From an optimization exercise on the open Yosys and OpenROAD flow, aimed at small area and a short achievable clock period; shortcuts taken in it are not production practice. In this exercise RTL edits were held to simulation tests only and were not proved equivalent to the original. Power and IR drop assume default switching activity.

## tundra
Design PCPU, start of the top module:
module PCPU(
	input clock,
	input [15:0] d_datain,
	input enable,
	input [15:0] i_datain,
	input reset,
	input [3:0] select_y,
	input start,
	output [7:0] d_addr,
	output [15:0] d_dataout,
	output d_we,
	output [7:0] i_addr,
	output [15:0] y,
	input show_gr
);
export LEC_CHECK = 0
export CAP_MARGIN = 20
export CORE_MARGIN = 2
export CORE_UTILIZATION = 50
export CTS_BUF_LIST = sky130_fd_sc_hd__clkbuf_16
export CTS_CLUSTER_DIAMETER = 80
export CTS_CLUSTER_SIZE = 24
export SETUP_SLACK_MARGIN = 3.4
export SLEW_MARGIN = 20
export TNS_END_PERCENT = 20
create_clock -name core_clock -period 7.5 [get_ports {clock}]
standard.sh (not shown) runs the stock make flow with config.mk's settings and CLKGATE_MAP_FILE= SYNTH_SCRIPT=/design/flow/synth_recipe.tcl, a recipe that flattens the netlist after the stock synthesis.
==> flow/flow/run.sh <==
#!/bin/bash
# Layout: the standard flow (standard.sh: standard synthesis, floorplan,
# placement, CTS, routing), unchanged except that the port buffers are
# made from sky130_fd_sc_hd__buf_1 rather than ORFS's default delay-buffer
# cell; every port still gets its buffer, and the resizer upsizes the ones
# timing needs. The make output goes to standard.log here; the tools' own
# logs are under orfs/logs/.
set -euo pipefail
export BUFFER_PORTS_ARGS="-buffer_cell sky130_fd_sc_hd__buf_1"
bash standard.sh > standard.log 2>&1
Having completed the whole flow, tundra delivered a layout that passed the timing, DRC and antenna checks.
### tundra -> sierra
# tundra
export LEC_CHECK = 0
export CAP_MARGIN = 20
export CORE_MARGIN = 2
export CORE_UTILIZATION = 50
export CTS_BUF_LIST = sky130_fd_sc_hd__clkbuf_16
export CTS_CLUSTER_DIAMETER = 80
export CTS_CLUSTER_SIZE = 24
export SETUP_SLACK_MARGIN = 3.4
export SLEW_MARGIN = 20
export TNS_END_PERCENT = 20
create_clock -name core_clock -period 7.5 [get_ports {clock}]
# sierra
export LEC_CHECK = 0
export CAP_MARGIN = 20
export CORE_MARGIN = 2
export CORE_UTILIZATION = 60
export CTS_BUF_LIST = sky130_fd_sc_hd__clkbuf_16
export CTS_CLUSTER_DIAMETER = 80
export CTS_CLUSTER_SIZE = 24
export SETUP_SLACK_MARGIN = 3.2
export SLEW_MARGIN = 20
export TNS_END_PERCENT = 20
create_clock -name core_clock -period 7.5 [get_ports {clock}]
[summary]
Die boundary height shrinks by a little under 10% when moving from tundra to sierra. sierra ended up with y[6] as its worst setup path endpoint; tundra ended up with y[10]. [compare] base=tundra new=sierra: final cell count -about 4%; die area -about 16%; final cell area excluding filler cells -about 1.5%.
Input-level comparison between raven and sierra:
# sierra
export LEC_CHECK = 0
export CAP_MARGIN = 20
export CORE_MARGIN = 2
export CORE_UTILIZATION = 60
export CTS_BUF_LIST = sky130_fd_sc_hd__clkbuf_16
export CTS_CLUSTER_DIAMETER = 80
export CTS_CLUSTER_SIZE = 24
export SETUP_SLACK_MARGIN = 3.2
export SLEW_MARGIN = 20
export TNS_END_PERCENT = 20
create_clock -name core_clock -period 7.5 [get_ports {clock}]
# raven
export LEC_CHECK = 0
export CAP_MARGIN = 20
export CORE_MARGIN = 2
export CORE_UTILIZATION = 50
export CTS_BUF_LIST = sky130_fd_sc_hd__clkbuf_16
export CTS_CLUSTER_DIAMETER = 80
export CTS_CLUSTER_SIZE = 24
export SETUP_SLACK_MARGIN = 3.2
export SLEW_MARGIN = 20
export TNS_END_PERCENT = 20
create_clock -name core_clock -period 7.5 [get_ports {clock}]
Results
- Wire: raven routes more than sierra
- Looking at number of antenna violations at the first check in global routing, raven sits 3 lower than sierra does.
- Compared with sierra, in raven core utilization went down by 11 points; routed length per placed instance has decreased; final hold slack higher.
- Between raven and sierra, the critical path arrival does not differ in any meaningful way.
--- input diff raven..nickel ---
# raven
export LEC_CHECK = 0
export CAP_MARGIN = 20
export CORE_MARGIN = 2
export CORE_UTILIZATION = 50
export CTS_BUF_LIST = sky130_fd_sc_hd__clkbuf_16
export CTS_CLUSTER_DIAMETER = 80
export CTS_CLUSTER_SIZE = 24
export SETUP_SLACK_MARGIN = 3.2
export SLEW_MARGIN = 20
export TNS_END_PERCENT = 20
create_clock -name core_clock -period 7.5 [get_ports {clock}]
# nickel
export LEC_CHECK = 0
export CAP_MARGIN = 20
export CORE_MARGIN = 2
export CORE_UTILIZATION = 50
export CTS_BUF_LIST = sky130_fd_sc_hd__clkbuf_8
export CTS_CLUSTER_DIAMETER = 50
export CTS_CLUSTER_SIZE = 16
export SETUP_SLACK_MARGIN = 3.2
export SLEW_MARGIN = 20
export TNS_END_PERCENT = 20
create_clock -name core_clock -period 7.5 [get_ports {clock}]
==> comparison <==
Measured against each other, raven and nickel differ in multi-input gate share of the layout cell area, the higher figure coming from raven.
Layout buffering overhead excluding clock cells: nickel vs raven up 0.25 points
When nickel is measured against raven, its number of design-rule violations left by the first detailed-router iteration turns out 1.2% higher.
Non-clock buffer count (higher): nickel
Est. power | nickel vs raven | nickel higher
Compared with raven, nickel shows a register share of the cell area that is 0.38 points lower.
Setup changes, nickel to garnet
# nickel
export LEC_CHECK = 0
export CAP_MARGIN = 20
export CORE_MARGIN = 2
export CORE_UTILIZATION = 50
export CTS_BUF_LIST = sky130_fd_sc_hd__clkbuf_8
export CTS_CLUSTER_DIAMETER = 50
export CTS_CLUSTER_SIZE = 16
export SETUP_SLACK_MARGIN = 3.2
export SLEW_MARGIN = 20
export TNS_END_PERCENT = 20
create_clock -name core_clock -period 7.5 [get_ports {clock}]
# garnet
export LEC_CHECK = 0
export CAP_MARGIN = 20
export CORE_MARGIN = 2
export CORE_UTILIZATION = 50
export CTS_BUF_LIST = sky130_fd_sc_hd__clkbuf_16
export CTS_CLUSTER_DIAMETER = 80
export CTS_CLUSTER_SIZE = 24
export SETUP_SLACK_MARGIN = 3.3
export SLEW_MARGIN = 20
export TNS_END_PERCENT = 20
create_clock -name core_clock -period 7.5 [get_ports {clock}]
--- outcome ---
- For worst-case register-to-register setup slack, garnet and nickel come out practically identical.
- Global-route wire length before repair: garnet vs nickel, no meaningful difference
- Sort garnet and nickel by share of the final layout cell area in sequential cells, ascending, and nickel comes first.

========
JK:
PCPU, a different RTL version from the one above (not shown whole).
For scale: ~280 flip-flops, ~90 I/O pins, roughly 0.018 sq mm of cells after synthesis.
==> flow/config.mk <==
export PLATFORM = sky130hd
export DESIGN_NAME = PCPU
export DESIGN_NICKNAME = PCPU
export VERILOG_FILES = /design/flow/design.v
export SDC_FILE = /design/flow/constraint.sdc
export NUM_CORES = 4
export LEC_CHECK = 0
export CAP_MARGIN = 20
export CORE_MARGIN = 2
export CORE_UTILIZATION = 40
export CTS_BUF_LIST = sky130_fd_sc_hd__clkbuf_4 sky130_fd_sc_hd__clkbuf_8
export SETUP_SLACK_MARGIN = 3.2
export SLEW_MARGIN = 20
export TNS_END_PERCENT = 20
==> flow/constraint.sdc <==
create_clock -name core_clock -period 7.5 [get_ports {clock}]
set_input_delay 1.5000 -clock core_clock [delete_from_list [all_inputs] [get_ports {clock}]]
set_output_delay 1.5000 -clock core_clock [all_outputs]
set_load 0.01 [all_outputs]
Scripts as last shown in full above: flow/flow/run.sh
Edits applied to the flow inputs when going from JK to MS:
Settings: putting CTS_CLUSTER_DIAMETER at 60 where nothing was set; putting CTS_CLUSTER_SIZE at 20 where nothing was set; swapping sky130_fd_sc_hd__clkbuf_4 sky130_fd_sc_hd__clkbuf_8 for sky130_fd_sc_hd__clkbuf_8 in CTS_BUF_LIST.
Results
- The final layout from MS, which completed every stage, passed the timing, DRC and antenna checks at the end of the flow.
- Taking JK as the reference, in MS leakage power summed over all cells decreased by about 3.3% relative to the old numbers; via count of the routed design closely matched the old numbers; post-synthesis to final-layout area growth decreased by 2.6 points relative to the old numbers; sequential share of cell area increased by 0.84 points relative to the old numbers.
- Reported for JK and MS, number of pins with negative max-slew slack in the final report turned out identical to the last digit.
- Clock-buffer cell count: JK and MS compared, lower one is MS
- MS reports its launching instance or port of the critical path as select_y[1] while JK reports show_gr.
#### Input delta (AL over MS)
Settings: SETUP_SLACK_MARGIN changed from 3.2 to 3.1; CTS_CLUSTER_DIAMETER changed from 60 to 50; CTS_CLUSTER_SIZE changed from 20 to 16.
- In AL the switching part of the total turned out 1.3 points lower than in MS.
- Compared to MS, AL has total wirelength of the detailed-routed design 0.79% lower.
- Compared with MS, the router placed fewer vias in AL.
- The cell area after layout on AL is in line with that on MS.
- For the routing usage on met3, AL came in 0.45 points higher than MS did.
Setup changes, AL to TR
Settings: a change of CTS_CLUSTER_SIZE from 16 to 24; a change of CTS_CLUSTER_DIAMETER from 50 to 80; a change of CTS_BUF_LIST from sky130_fd_sc_hd__clkbuf_8 to sky130_fd_sc_hd__clkbuf_16; a change of SETUP_SLACK_MARGIN from 3.1 to 3.2; a change of CORE_UTILIZATION from 40 to 50.
==> comparison <==
Between TR and AL, it is TR whose wire length is lower, by about 0.37%.
In the reports for AL and TR, the larger number of cells on the worst reg-to-reg path belongs to AL.
Sequential cell area share: TR vs AL up 0.79 points
Re logic depth of the worst setup path including buffers: AL was lower than TR.
Total half-perimeter wirelength after legalization and detailed placement delta (TR -> AL): insignificant
TR vs. AL: part of the power in combinational logic went up by 1.0 points.
Of AL and TR, AL shows the higher area growth from synthesis to final layout, with TR below it.
Reported sequential group power (TR over AL): increase, about 2%
Post-layout net count delta for TR relative to AL: 1.3% lower
Total buffers and inverters traversed by the critical path (TR over AL): increase, 1
Edits applied to the flow inputs when going from TR to PW:
Settings: CORE_UTILIZATION now 40, was 50; CTS_BUF_LIST now sky130_fd_sc_hd__clkbuf_4 sky130_fd_sc_hd__clkbuf_8, was sky130_fd_sc_hd__clkbuf_16; CTS_CLUSTER_SIZE no longer set, was 24; SETUP_SLACK_MARGIN now 3.5, was 3.2; CTS_CLUSTER_DIAMETER no longer set, was 80.
==> flow/run.sh (new file) <==
#!/bin/bash
# synth_recipe.tcl (not shown) runs the flow's synth.tcl, then flattens the netlist and writes it again
# the make line also repeats each setting of config.mk as NAME=value (left out here)
make -C /OpenROAD-flow-scripts/flow DESIGN_CONFIG=/design/flow/config.mk WORK_HOME=/design/flow/orfs CLKGATE_MAP_FILE= SYNTH_SCRIPT=/design/flow/synth_recipe.tcl finish
removed: flow/flow/run.sh
removed: flow/standard.sh
[summary]
Compared with TR, PW shows a higher worst slew margin relative to its limit.
Of TR and PW, PW shows the higher count of inserted antenna diode cells, with TR below it.
The design area in PW was higher than what TR gave.
Sequential share of layout area: PW vs TR down 2.8 points
Between PW and TR, it is PW whose final critical-path share of the clock period is higher, by 0.61 points.
Taking TR as the reference, in PW routed metal-1 wire length fell by 2.0%; share of total power in sequential cells went down; transition time at the pin with the least slew margin decreased by 0.16 ns relative to the old numbers; wire length increased by 0.71% relative to the old numbers.
PW vs TR: worst setup margin down in PW

========
Another version of the RTL of PCPU (not shown whole).
Size: about 1800 cells after synthesis, about 90 I/O pins, ~18000 um2 of cells after synthesis.
==> flow/config.mk <==
export PLATFORM = sky130hd
export DESIGN_NAME = PCPU
export DESIGN_NICKNAME = PCPU
export VERILOG_FILES = /design/flow/design.v
export SDC_FILE = /design/flow/constraint.sdc
export NUM_CORES = 4
export LEC_CHECK = 0
export CAP_MARGIN = 20
export CORE_MARGIN = 2
export CORE_UTILIZATION = 40
export CTS_BUF_LIST = sky130_fd_sc_hd__clkbuf_4 sky130_fd_sc_hd__clkbuf_8
export SETUP_SLACK_MARGIN = 3.2
export SLEW_MARGIN = 20
export TNS_END_PERCENT = 20
==> flow/constraint.sdc <==
create_clock -name core_clock -period 7.5 [get_ports {clock}]
set_input_delay 1.5000 -clock core_clock [delete_from_list [all_inputs] [get_ports {clock}]]
set_output_delay 1.5000 -clock core_clock [all_outputs]
set_load 0.01 [all_outputs]
run.sh (not shown) runs the stock make flow with config.mk's settings and CLKGATE_MAP_FILE= SYNTH_SCRIPT=/design/flow/synth_recipe.tcl, a recipe that flattens the netlist after the stock synthesis.
Stock flow here: none of the scripts above is used.
Next try:
==> flow/flow/run.sh (new file) <==
#!/bin/bash
# Layout: the standard flow (standard.sh: standard synthesis, floorplan,
# placement, CTS, routing), unchanged except that the port buffers are
# made from sky130_fd_sc_hd__buf_1 rather than ORFS's default delay-buffer
# cell; every port still gets its buffer, and the resizer upsizes the ones
# timing needs. The make output goes to standard.log here; the tools' own
# logs are under orfs/logs/.
set -euo pipefail
export BUFFER_PORTS_ARGS="-buffer_cell sky130_fd_sc_hd__buf_1"
bash standard.sh > standard.log 2>&1
==> flow/standard.sh (new file) <==
#!/bin/bash
# synth_recipe.tcl (not shown) runs the flow's synth.tcl, then flattens the netlist and writes it again
# the make line also repeats each setting of config.mk as NAME=value (left out here)
make -C /OpenROAD-flow-scripts/flow DESIGN_CONFIG=/design/flow/config.mk WORK_HOME=/design/flow/orfs CLKGATE_MAP_FILE= SYNTH_SCRIPT=/design/flow/synth_recipe.tcl "${@:-finish}"
Settings changed: CORE_UTILIZATION 40 to 50, CTS_BUF_LIST sky130_fd_sc_hd__clkbuf_4 sky130_fd_sc_hd__clkbuf_8 to sky130_fd_sc_hd__clkbuf_16, CTS_CLUSTER_DIAMETER set to 80, CTS_CLUSTER_SIZE set to 24.
removed: flow/run.sh
Outcome: Via count drops by 1.3%. Die area drops by about 20%. Sequential cell count is unchanged. Core utilization climbs by 9.0 points.
Next try:
==> flow/run.sh (new file) <==
#!/bin/bash
# synth_recipe.tcl (not shown) runs the flow's synth.tcl, then flattens the netlist and writes it again
# the make line also repeats each setting of config.mk as NAME=value (left out here)
make -C /OpenROAD-flow-scripts/flow DESIGN_CONFIG=/design/flow/config.mk WORK_HOME=/design/flow/orfs CLKGATE_MAP_FILE= SYNTH_SCRIPT=/design/flow/synth_recipe.tcl finish
Settings changed: CORE_UTILIZATION 50 to 40, CTS_BUF_LIST sky130_fd_sc_hd__clkbuf_16 to sky130_fd_sc_hd__clkbuf_4 sky130_fd_sc_hd__clkbuf_8, CTS_CLUSTER_DIAMETER 80 to not set, CTS_CLUSTER_SIZE 24 to not set, SETUP_SLACK_MARGIN 3.2 to 2.9.
removed: flow/flow/run.sh
removed: flow/standard.sh
Outcome: The changed run produced a clean layout; hold slack got worse by 0.035 ns; routed wire length is about the same; setup slack got worse by 0.38 ns; power rose by 2.0%; die area rose by about 24%; sequential power is about the same; critical path depth rose by 1; non-clock buffer count rose by 3; utilization fell by 10 points; combinational power fell by about 2%.
Next try:
Settings changed: CTS_BUF_LIST sky130_fd_sc_hd__clkbuf_4 sky130_fd_sc_hd__clkbuf_8 to not set, SETUP_SLACK_MARGIN 2.9 to 3.2.
=> The changed run passed the timing, DRC and antenna checks; synthesized cell count stays the same; utilization is higher by 1.3 points; global-route usage went up by 1.5 points; first-iteration DRC count falls by 3.9%; setup slack improves by 0.24 ns; sequential share of layout area is lower by 0.96 points; sequential power barely changes; flip-flop and latch count does not change; clock-buffer cell count is lower by 24; cell area goes up by 2.7%.

========
## build 37
The RTL this note starts from:
==> flow/design.v <==
`timescale 1ns / 1ps
module ALU(
	input [4:0] op,
	input cf,
	input [15:0] operandA,
	input [15:0] operandB,
	output reg [15:0] ALUo,
	output cout
);
	wire is_sub  = op == 5'b01010 || op == 5'b01011 || op == 5'b01100 || op == 5'b10010;
	wire is_arith = op == 5'b00010 || op == 5'b00011 || op == 5'b10000 ||
		op == 5'b01000 || op == 5'b01001 || op == 5'b10001 || is_sub ||
		op[4:1] == 4'b1101 || op[4:2] == 3'b111;
	wire cin = op == 5'b10001 ? cf :
		op == 5'b10010 ? !cf : is_sub;
	wire [15:0] bx = operandB ^ {16{is_sub}};
	wire [17:0] s = {1'b0, operandA, 1'b1} + {1'b0, bx, cin};
	wire [15:0] sum = s[16:1];
	assign cout = s[17] ^ is_sub;
	wire [3:0] sh = operandB[3:0];
	wire [15:0] shl = operandA << sh;
	wire [15:0] shr = $signed({op == 5'b00111 && operandA[15], operandA}) >>> sh;
	always @(*) begin
		case (op)
			5'b01101: ALUo = operandA & operandB;
			5'b01111: ALUo = operandA ^ operandB;
			5'b10011: ALUo = ~operandA;
			5'b00100: ALUo = shl;
			5'b00110: ALUo = {operandA[15], shl[14:0]};
			5'b00101, 5'b00111: ALUo = shr;
			default: ALUo = is_arith ? sum : (operandA | operandB);
		endcase
	end
endmodule
`timescale 1ns / 1ps
module PCPU(
	input clock,
	input [15:0] d_datain,
	input enable,
	input [15:0] i_datain,
	input reset,
	input [3:0] select_y,
	input start,
	output [7:0] d_addr,
	output [15:0] d_dataout,
	output d_we,
	output [7:0] i_addr,
	output reg [15:0] y,
	input show_gr
);
	reg [7:0] pc;
	reg [15:0] id_ir;
	reg [4:0] ex_op, mem_op;
	reg [2:0] ex_r1, mem_r1, wb_r1;
	reg wb_halt, wb_we, wb_fw;	 
	reg [15:0] reg_A, reg_B, reg_C, reg_C1;
	reg [15:0] smdr, smdr1;
	reg [2:0] flags;  
	reg dw;
	reg state;
	reg [15:0] gr[0:7];
	wire run = state == 1'b1;
	assign d_dataout = smdr1;
	assign d_we = dw;
	assign d_addr = reg_C[7:0];
	assign i_addr = pc;
	always @(posedge clock) begin
		if (reset)
			state <= 1'b0;
		else if (state == 1'b0)
			state <= enable && start;
		else
			state <= enable && !wb_halt;
	end
	function fwd_op(input [4:0] op);
		fwd_op = op == 5'b00010 || op[4:2] == 3'b001 ||
			(op[4:3] == 2'b01 && op != 5'b01100) || op[4:2] == 3'b100;
	endfunction
	always @(posedge clock or posedge reset) begin
		if (reset) begin
			gr[0] <= 0; gr[1] <= 0; gr[2] <= 0; gr[3] <= 0;
			gr[4] <= 0; gr[5] <= 0; gr[6] <= 0; gr[7] <= 0;
		end else if (run && wb_we) begin
			gr[wb_r1] <= reg_C1;
		end
	end
	wire [4:0] id_op = id_ir[15:11];
	wire [2:0] id_r1 = id_ir[10:8];
	wire [4:0] pk_op = i_datain[15:11];
	wire pk_rr = pk_op == 5'b01000 || pk_op == 5'b10001 || pk_op == 5'b01010 ||
		pk_op == 5'b10010 || pk_op[4:2] == 3'b011;
	wire pk_a_r1 = pk_op == 5'b10000 || pk_op == 5'b01001 || pk_op == 5'b01011 ||
		pk_op == 5'b11001 || pk_op[4:1] == 4'b1101 || pk_op[4:2] == 3'b111;
	wire pk_a_none = pk_op[4:1] == 4'b0000 || pk_op == 5'b11000 ||
		pk_op[4:2] == 3'b101;
	wire [2:0] pk_ra = pk_a_r1 ? i_datain[10:8] : i_datain[6:4];
	wire miss = id_op == 5'b00010 &&
		((!pk_a_none && id_r1 == pk_ra) || (pk_rr && id_r1 == i_datain[2:0]));
	reg pc_jump;
	always @(*) begin
		case (mem_op)
			5'b11000, 5'b11001: pc_jump = 1'b1;
			5'b11010:  pc_jump = flags[1];
			5'b11011: pc_jump = !flags[1];
			5'b11100:  pc_jump = flags[2];
			5'b11101: pc_jump = !flags[2];
			5'b11110:  pc_jump = flags[0];
			5'b11111: pc_jump = !flags[0];
			default: pc_jump = 1'b0;
		endcase
	end
	always @(posedge clock or posedge reset) begin
		if (reset) begin
			id_ir <= 16'd0;
			pc <= 8'd0;
		end else if (run) begin
			id_ir <= (pc_jump || miss) ? 16'd0 : i_datain;
			if (pc_jump)
				pc <= reg_C[7:0];
			else if (!wb_halt && !miss)
				pc <= pc + 8'd1;
		end
	end
	wire [15:0] w_ALUo;
	wire w_cout;
	wire id_store = id_op == 5'b00011;
	wire id_rr = id_op == 5'b01000 || id_op == 5'b10001 || id_op == 5'b01010 ||
		id_op == 5'b10010 || id_op[4:2] == 3'b011;
	wire id_a_r1 = id_op == 5'b10000 || id_op == 5'b01001 || id_op == 5'b01011 ||
		id_op == 5'b11001 || id_op[4:1] == 4'b1101 || id_op[4:2] == 3'b111;
	wire id_a_none = id_op[4:1] == 4'b0000 || id_op == 5'b11000 ||
		id_op[4:2] == 3'b101;
	wire id_b_imm = id_op == 5'b11000 || id_op == 5'b10100 || id_op == 5'b01001 ||
		id_op == 5'b01011 || id_op == 5'b11001 || id_op[4:1] == 4'b1101 ||
		id_op[4:2] == 3'b111;
	wire id_b_himm = id_op == 5'b10000;
	wire id_b_val3 = id_op[4:2] == 3'b001 || id_op[4:1] == 4'b0001;
	wire [2:0] ra = id_a_r1 ? id_r1 : id_ir[6:4];
	wire [2:0] rb = id_store ? id_r1 : id_ir[2:0];
	wire ex_fw = fwd_op(ex_op);
	wire mem_fw = fwd_op(mem_op);
	wire mem_load = mem_op == 5'b00010;
	wire a_ex = ex_fw && ra == ex_r1;
	wire a_mem = mem_fw && ra == mem_r1;
	wire a_wb = wb_fw && ra == wb_r1;
	wire b_ex = ex_fw && rb == ex_r1;
	wire b_mem = mem_fw && rb == mem_r1;
	wire b_wb = wb_fw && rb == wb_r1;
	wire [15:0] fwd_a = a_ex ? w_ALUo :
		a_mem ? (mem_load ? d_datain : reg_C) :
		a_wb ? reg_C1 : gr[ra];
	wire [15:0] fwd_b = b_ex ? w_ALUo :
		b_mem ? ((mem_load && !id_store) ? d_datain : reg_C) :
		b_wb ? reg_C1 : gr[rb];
	always @(posedge clock or posedge reset) begin
		if (reset) begin
			ex_op <= 5'b00000;
			ex_r1 <= 3'd0;
			reg_A <= 16'd0;
			reg_B <= 16'd0;
		end else if (run) begin
			ex_op <= pc_jump ? 5'b00000 : id_op;
			ex_r1 <= id_r1;
			reg_A <= id_a_none ? 16'd0 : fwd_a;
			reg_B <= id_rr ? fwd_b :
				id_b_imm ? {8'd0, id_ir[7:0]} :
				id_b_himm ? {id_ir[7:0], 8'd0} :
				id_b_val3 ? {12'd0, id_ir[3:0]} : 16'd0;
		end
	end
	always @(posedge clock) begin
		if (run)
			smdr <= fwd_b;
	end
	ALU alu(
		.op(ex_op),
		.cf(flags[0]),
		.operandA(reg_A),
		.operandB(reg_B),
		.ALUo(w_ALUo),
		.cout(w_cout)
	);
	wire ex_store = ex_op == 5'b00011;
	wire strAfterLd = ex_store && mem_load && ex_r1 == mem_r1;
	wire updateZFNF = !(ex_op[4:1] == 4'b1101 || ex_op[4:2] == 3'b111);
	wire updateCF = ex_op[4:2] == 3'b010 || ex_op == 5'b10001 || ex_op == 5'b10010;
	wire dwCondition = mem_op != 5'b00001 && !wb_halt && !pc_jump && ex_store;
	always @(posedge clock or posedge reset) begin
		if (reset) begin
			mem_op <= 5'b00000;
			mem_r1 <= 3'd0;
			reg_C <= 16'd0;
			flags <= 3'd0;
			dw <= 1'b0;
		end else if (run) begin
			mem_op <= pc_jump ? 5'b00000 : ex_op;
			mem_r1 <= ex_r1;
			reg_C <= w_ALUo;
			if (updateZFNF) begin
				flags[2] <= w_ALUo[15];
				flags[1] <= w_ALUo == 16'd0;
				if (updateCF)
					flags[0] <= w_cout;
			end
			dw <= dwCondition;
		end
	end
	always @(posedge clock) begin
		if (run)
			smdr1 <= strAfterLd ? d_datain : smdr;
	end
	wire mem_we = fwd_op(mem_op) || mem_op == 5'b10100;
	always @(posedge clock or posedge reset) begin
		if (reset) begin
			wb_halt <= 1'b0;
			wb_we <= 1'b0;
			wb_fw <= 1'b0;
			wb_r1 <= 3'd0;
		end else if (run && !wb_halt) begin
			wb_halt <= !pc_jump && mem_op == 5'b00001;
			wb_we <= !pc_jump && mem_we;
			wb_fw <= !pc_jump && mem_fw;
			wb_r1 <= mem_r1;
		end
	end
	always @(posedge clock) begin
		if (run)
			reg_C1 <= mem_load ? d_datain : reg_C;
	end
	always @(*) begin
		if (show_gr)
			y = gr[select_y[2:0]];
		else
			y = {8'd0, pc};
	end
endmodule
Settings: LEC_CHECK=0, CAP_MARGIN=20, CORE_MARGIN=2, CORE_UTILIZATION=40, SETUP_SLACK_MARGIN=3.5, SLEW_MARGIN=20; clock period 7.5 ns.
Stock flow here: none of the scripts above is used.
Changes in build 55 relative to build 37:
Settings: a change of CORE_UTILIZATION from 40 to 60; a change of SETUP_SLACK_MARGIN from 3.5 to 4.0.
### Flow results
| share of cell area taken by multi-input logic gates | build 55 vs build 37 | 0.49 points higher |
| final worst slack | build 37 vs build 55 | ≈ equal |
Looking at top layer reached by signal wires, the met5 result is from build 55; the met4 one comes from build 37.
Proportion of synthesized chip area in sequential cells: build 37 vs build 55 identical
Die footprint on build 55 is ahead of build 37.
The clock latency reported for the late side of the worst-skew pair number comes out lower for build 37 vs build 55.
Global-route usage sits higher in build 55 than in build 37.
Looking at build 37 and build 55, the arrival time at the worst endpoint is a wash.
NOTE: post-layout instance area in build 55 exceeds that of build 37
Changes in build 52 relative to build 55:
Settings: a deleted SETUP_SLACK_MARGIN that had been 4.0; a change of CORE_UTILIZATION from 60 to 40.
==> comparison <==
- Compared with build 55, build 52 shows a higher transition time at the pin with the least slew margin.
- Taking build 55 as the reference point, the sequential share of layout area of build 52 rises by 3.7 points.
- Wire: build 52 routes less than build 55
- Compared with build 55, in build 52 highest ir drop seen on vdd decreased 34%; final design instance area without fill -0.0032 mm^2.
- Summary — non-clock buffer count, build 52 relative to build 55: lower, by 55%.
- Number of standard cells in the final layout excluding fillers ended up 44 higher on build 52 than on build 55.
- Re total stage count of the critical path: build 55 was higher than build 52.
- Build 52: signed area change from the synthesized netlist to the final layout is 16 points lower than what build 55 reported.
- Met1 usage in global routing: build 52 < build 55
- The final reports for build 52 and build 55 show power per cell area lower in the former.

-- port drivers added, routing unchanged --
In the flow no input, the clock included, has a driving cell. The finished layouts below were timed again as built, in two steps. Step 1, drivers: a clkbuf_16 drives clock and a buf_2 each remaining input, both assumed. Step 2 also shifts input and output timing later by t, the mid clock arrival at the registers, as if the neighbouring blocks saw the same clock. a / b / c = no drivers / after step 1 / after step 2; a / b = the first two.
run	t, ns	slack for setup (ns)	worst setup path at the end	latest minus earliest clock arrival (ns)	slew at the worst register clock pin (ns)
tundra	0.582	3.180 / 3.136 / 3.136	input to output	0.028 / 0.028	0.10 / 0.10
sierra	0.579	3.151 / 3.103 / 3.103	input to output	0.037 / 0.036	0.10 / 0.10
raven	0.587	3.137 / 3.113 / 3.113	input to output	0.035 / 0.035	0.10 / 0.10
nickel	0.645	3.164 / 3.143 / 3.143	input to output	0.043 / 0.043	0.10 / 0.10
garnet	0.583	3.213 / 3.168 / 3.168	input to output	0.028 / 0.027	0.10 / 0.10
JK	0.690	3.140 / 3.110 / 3.110	input to output	0.028 / 0.028	0.07 / 0.07
MS	0.698	3.096 / 3.053 / 3.053	input to output	0.066 / 0.066	0.12 / 0.12
AL	0.675	3.016 / 2.958 / 2.958	input to output	0.071 / 0.071	0.11 / 0.11
TR	0.587	3.137 / 3.113 / 3.113	input to output	0.035 / 0.035	0.10 / 0.10
PW	0.694	3.092 / 3.045 / 3.030	input to register	0.039 / 0.039	0.07 / 0.07
the first run of note 3	0.680	3.079 / 3.026 / 2.821	input to register	0.034 / 0.034	0.07 / 0.07
the second run of note 3	0.596	3.131 / 3.092 / 3.092	input to output	0.020 / 0.020	0.10 / 0.10
the third run of note 3	0.682	2.752 / 2.715 / 2.715	input to output	0.045 / 0.044	0.07 / 0.07
the fourth run of note 3	0.601	2.995 / 2.941 / 2.851	input to register	0.025 / 0.025	0.07 / 0.07
build 37	0.610	2.939 / 2.875 / 2.875	input to output	0.034 / 0.034	0.07 / 0.07
build 55	0.637	2.937 / 2.860 / 2.860	input to output	0.019 / 0.019	0.07 / 0.07
build 52	0.639	1.465 / 1.439 / 1.439	input to output	0.017 / 0.017	0.07 / 0.07
After both steps setup and hold are still met in every run listed. For the first run of note 3, which loses most, drivers alone change the setup slack by -0.053 ns; drivers and shift together by -0.258 ns.
